This design comes from an exercise in tuning for small area on the open sky130 flow, not from production work. Function was checked by simulation only, so behaviour that the tests miss may differ from the original. The clock input has no modelled driver; a real chip could not lean on it and would need a root buffer or a full tree. Power is estimated from default activity; no workload was simulated.

==> flow/design.v <==
module top (
  input clk,
  input rst,
  input echo,
  input sw1,
  input sw2,
  output trig,
  output led3,
  output led5,
  output led7,
  output led2,
  output led1,
  output led4,
  output led6,
  output led8,
  output led9,
  output pwm,
  output sonido
);
  localparam [18:0] C1_POL  = 19'h2aaaa;
  localparam [18:0] C1_SEED = 19'h71c3e;      
  localparam [18:0] C1_T    = 19'h2aaaa;      
  reg  [18:0] c1s;
  wire [18:0] c1 = c1s ^ C1_POL;
  reg         trig_r;
  wire        c1_end = (c1 == C1_T);
  wire        c1_ld  = rst | c1_end;
  wire [18:0] c1_nx  = c1_ld ? C1_SEED : {c1[17:0], ~(c1[18] ^ c1[5])};
  always @(posedge clk) begin
    c1s    <= c1_nx ^ C1_POL;
    trig_r <= ~c1_ld;
  end
  assign trig = trig_r;
  localparam [19:0] C2_POL   = 20'haaaaa;
  localparam [19:0] C2_SEED  = 20'h60129;
  localparam [19:0] C2_1000  = 20'hb2752;
  localparam [19:0] C2_20000 = 20'ha4742;
  localparam [19:0] C2_45000 = 20'h94742;
  reg  [19:0] c2s;
  wire [19:0] c2 = c2s ^ C2_POL;
  wire        c2_fb = c2[19] ^ c2[16] ^ (c2[18:0] == 19'd0);
  wire [19:0] c2_nx = (rst | ~echo) ? C2_SEED : {c2[18:0], c2_fb};
  always @(posedge clk)
    c2s <= c2_nx ^ C2_POL;
  wire ev_c = echo & (c2 == C2_1000);
  wire ev_b = echo & (c2 == C2_20000);
  wire ev_a = echo & (c2 == C2_45000);
  reg [1:0] ls;
  always @(posedge clk) begin
    if (rst)
      ls <= 2'b11;
    else if (ev_a | ev_b | ev_c)
      ls <= {ev_c, ev_b};
  end
  wire la = |ls;
  wire lb = ~(~ls[1] & ls[0]);
  wire lc = ~(ls[1] & ~ls[0]);
  assign led1 = la; assign led2 = la; assign led3 = la;
  assign led4 = lb; assign led5 = lb; assign led6 = lb;
  assign led7 = lc; assign led8 = lc; assign led9 = lc; assign sonido = lc;
  localparam [6:0] L0 = 7'h00, L20 = 7'h3d, L30 = 7'h43, L69 = 7'h3b;
  reg  [6:0]  lc7;      
  reg  [17:0] hb;       
  wire        l_end  = (lc7 == L69);
  wire        p_end  = (lc7 == L30) & hb[17] & hb[13] & hb[11] & hb[10] & hb[9] & hb[3] & hb[0];
  wire        p_ld   = rst | p_end;
  always @(posedge clk) begin
    lc7 <= p_ld ? L20 : l_end ? L0 : {lc7[5:0], ~(lc7[6] ^ lc7[5])};
    hb  <= p_ld ? 18'd0 : hb + {17'd0, l_end};
  end
  reg [10:0] kd;
  reg [14:0] sub;
  wire sub_end = sub[14] & sub[11] & sub[10] & sub[9] & sub[5];      
  wire kd_end  = kd[10] & kd[9] & kd[7] & kd[5] & kd[4] & kd[1];      
  always @(posedge clk) begin
    if (rst | sw2) begin
      kd  <= 11'd286;
      sub <= 15'd0;
    end else if (sw1) begin
      if (!sub_end)
        sub <= sub + 15'd1;
      else if (!kd_end) begin
        kd  <= kd + 11'd1;
        sub <= 15'd0;
      end
    end
  end
  reg pwm_r;
  always @(posedge clk)
    pwm_r <= ~rst & (hb[17:11] == 7'd0) & (hb[10:0] < kd);
  assign pwm = pwm_r;
endmodule
Settings: LEC_CHECK=0, CAP_MARGIN=20, CORE_MARGIN=2, CORE_UTILIZATION=70, PLACE_DENSITY=0.85, SLEW_MARGIN=20; clock period 5.0 ns.
standard.sh (not shown) runs the stock make flow with config.mk's settings and CLKGATE_MAP_FILE= SYNTH_SCRIPT=/design/flow/synth_recipe.tcl, a recipe that flattens the netlist after the stock synthesis.
==> flow/flow/run.sh <==
#!/bin/bash
# Own layout flow: the standard synthesis, then the combinational logic
# between the (unchanged) registers is re-mapped by ABC for area, then the
# standard ORFS layout with small port buffers and a lean clock tree.
# Each tool's output goes to its own log file in the work folder.
set -euo pipefail
W=$PWD
F=$W/flow
R=$W/orfs/results/$FLOW_PLATFORM/top/base
YOSYS=$(command -v yosys || echo "$FLOW_HOME/../tools/install/yosys/bin/yosys")
LIB=$FLOW_HOME/platforms/$FLOW_PLATFORM/lib/sky130_fd_sc_hd__tt_025C_1v80.lib

bash standard.sh synth > $W/log_1_synth.log 2>&1
cp $R/1_2_yosys.v $W/synth_standard.v

# 2. re-map the logic between the registers
sed -e "s|@LIB@|$LIB|g" -e "s|@IN@|$W/synth_standard.v|g" -e "s|@OUT@|$W/synth_remap.v|g" \
    -e "s|@ABC@|$F/remap.abc|g" -e "s|@STAT@|$W/remap_stat.txt|g" $F/remap.ys > $W/remap.ys
$YOSYS -s $W/remap.ys > $W/log_2_remap.log 2>&1
cp $W/synth_remap.v $R/1_2_yosys.v
rm -f $R/1_synth.odb $R/1_synth.sdc

# 3. layout; the clock tree is built by flow/clktree.tcl
export CLK_NLEAF=${CLK_NLEAF:-3} CLK_LEAF=${CLK_LEAF:-sky130_fd_sc_hd__clkbuf_16} CLK_ROOT=${CLK_ROOT:-none}
bash standard.sh finish \
  "BUFFER_PORTS_ARGS=-buffer_cell sky130_fd_sc_hd__buf_1" \
  "PRE_CTS_TCL=$F/clktree.tcl" \
  > $W/log_3_layout.log 2>&1
test -f $W/out/final.def
Other scripts of this flow, unchanged in this note and not shown: flow/flow/clktree.tcl, flow/flow/remap.abc, flow/flow/remap.ys
Change:
--- a/flow/design.v
+++ b/flow/design.v
@@ -14,50 +14,40 @@
   output led6,
   output led8,
   output led9,
   output pwm,
   output sonido
 );
-  localparam [18:0] C1_POL  = 19'h2aaaa;
-  localparam [18:0] C1_SEED = 19'h71c3e;      
-  localparam [18:0] C1_T    = 19'h2aaaa;      
-  reg  [18:0] c1s;
-  wire [18:0] c1 = c1s ^ C1_POL;
+  localparam [18:0] C1_T = 19'h32971;         
+  reg  [18:0] c1;
   reg         trig_r;
   wire        c1_end = (c1 == C1_T);
   wire        c1_ld  = rst | c1_end;
-  wire [18:0] c1_nx  = c1_ld ? C1_SEED : {c1[17:0], ~(c1[18] ^ c1[5])};
   always @(posedge clk) begin
-    c1s    <= c1_nx ^ C1_POL;
+    c1     <= c1_ld ? 19'd0 : {c1[17:0], ~(c1[18] ^ c1[5])};
     trig_r <= ~c1_ld;
   end
   assign trig = trig_r;
-  localparam [19:0] C2_POL   = 20'haaaaa;
-  localparam [19:0] C2_SEED  = 20'h60129;
-  localparam [19:0] C2_1000  = 20'hb2752;
-  localparam [19:0] C2_20000 = 20'ha4742;
-  localparam [19:0] C2_45000 = 20'h94742;
-  reg  [19:0] c2s;
-  wire [19:0] c2 = c2s ^ C2_POL;
+  localparam [19:0] C2_1000  = 20'h184fe;
+  localparam [19:0] C2_20000 = 20'hfcf73;
+  localparam [19:0] C2_45000 = 20'hb683a;
+  reg  [19:0] c2;
   wire        c2_fb = c2[19] ^ c2[16] ^ (c2[18:0] == 19'd0);
-  wire [19:0] c2_nx = (rst | ~echo) ? C2_SEED : {c2[18:0], c2_fb};
   always @(posedge clk)
-    c2s <= c2_nx ^ C2_POL;
+    c2 <= (rst | ~echo) ? 20'd0 : {c2[18:0], c2_fb};
   wire ev_c = echo & (c2 == C2_1000);
   wire ev_b = echo & (c2 == C2_20000);
   wire ev_a = echo & (c2 == C2_45000);
-  reg [1:0] ls;
+  reg la, lb, lc;
   always @(posedge clk) begin
-    if (rst)
-      ls <= 2'b11;
-    else if (ev_a | ev_b | ev_c)
-      ls <= {ev_c, ev_b};
+    if (rst) begin
+      la <= 1'b1; lb <= 1'b1; lc <= 1'b1;
+    end else if (ev_a | ev_b | ev_c) begin
+      la <= ~ev_a; lb <= ~ev_b; lc <= ~ev_c;
+    end
   end
-  wire la = |ls;
-  wire lb = ~(~ls[1] & ls[0]);
-  wire lc = ~(ls[1] & ~ls[0]);
   assign led1 = la; assign led2 = la; assign led3 = la;
   assign led4 = lb; assign led5 = lb; assign led6 = lb;
   assign led7 = lc; assign led8 = lc; assign led9 = lc; assign sonido = lc;
   localparam [6:0] L0 = 7'h00, L20 = 7'h3d, L30 = 7'h43, L69 = 7'h3b;
   reg  [6:0]  lc7;      
   reg  [17:0] hb;       
What happened:
- critical path depth is unchanged
- via count climbs by a few percent
- sequential power goes down slightly
- cell count went up by a few percent
- power falls slightly
- clock power hardly moves
- global-route usage went up by 0.87 points
No run of this note takes its clock network from TritonCTS; it comes from the design's own scripts or RTL.

-- static timing again, ports no longer ideal --
The results above use ideal ports. As a check the final layouts listed here were re-extracted and re-timed, cells and wires unchanged.
Step 1: set_driving_cell puts a clkbuf_16 on clk and a buf_2 on each other input, an assumption about the parent block.
Step 2 adds t to the input delays and takes it off the output delays; t is the mean of the earliest and latest rising clock arrival at the registers after step 1. Input paths then give back, and output paths get back, about the clock's delay inside the block.
Slacks: no drivers / after step 1 / after step 2; pairs: no drivers / after step 1.
run	t (ns)	slack for setup (ns)	worst setup path after step 2	latest minus earliest clock arrival (ns)	pins driven straight from the clock port
the first run	0.223	1.367 / 1.367 / 1.367	register to register	0.009 / 0.008	3
the second run	0.226	1.119 / 1.119 / 1.119	register to register	0.009 / 0.008	3
After both steps every run listed still meets setup and hold.
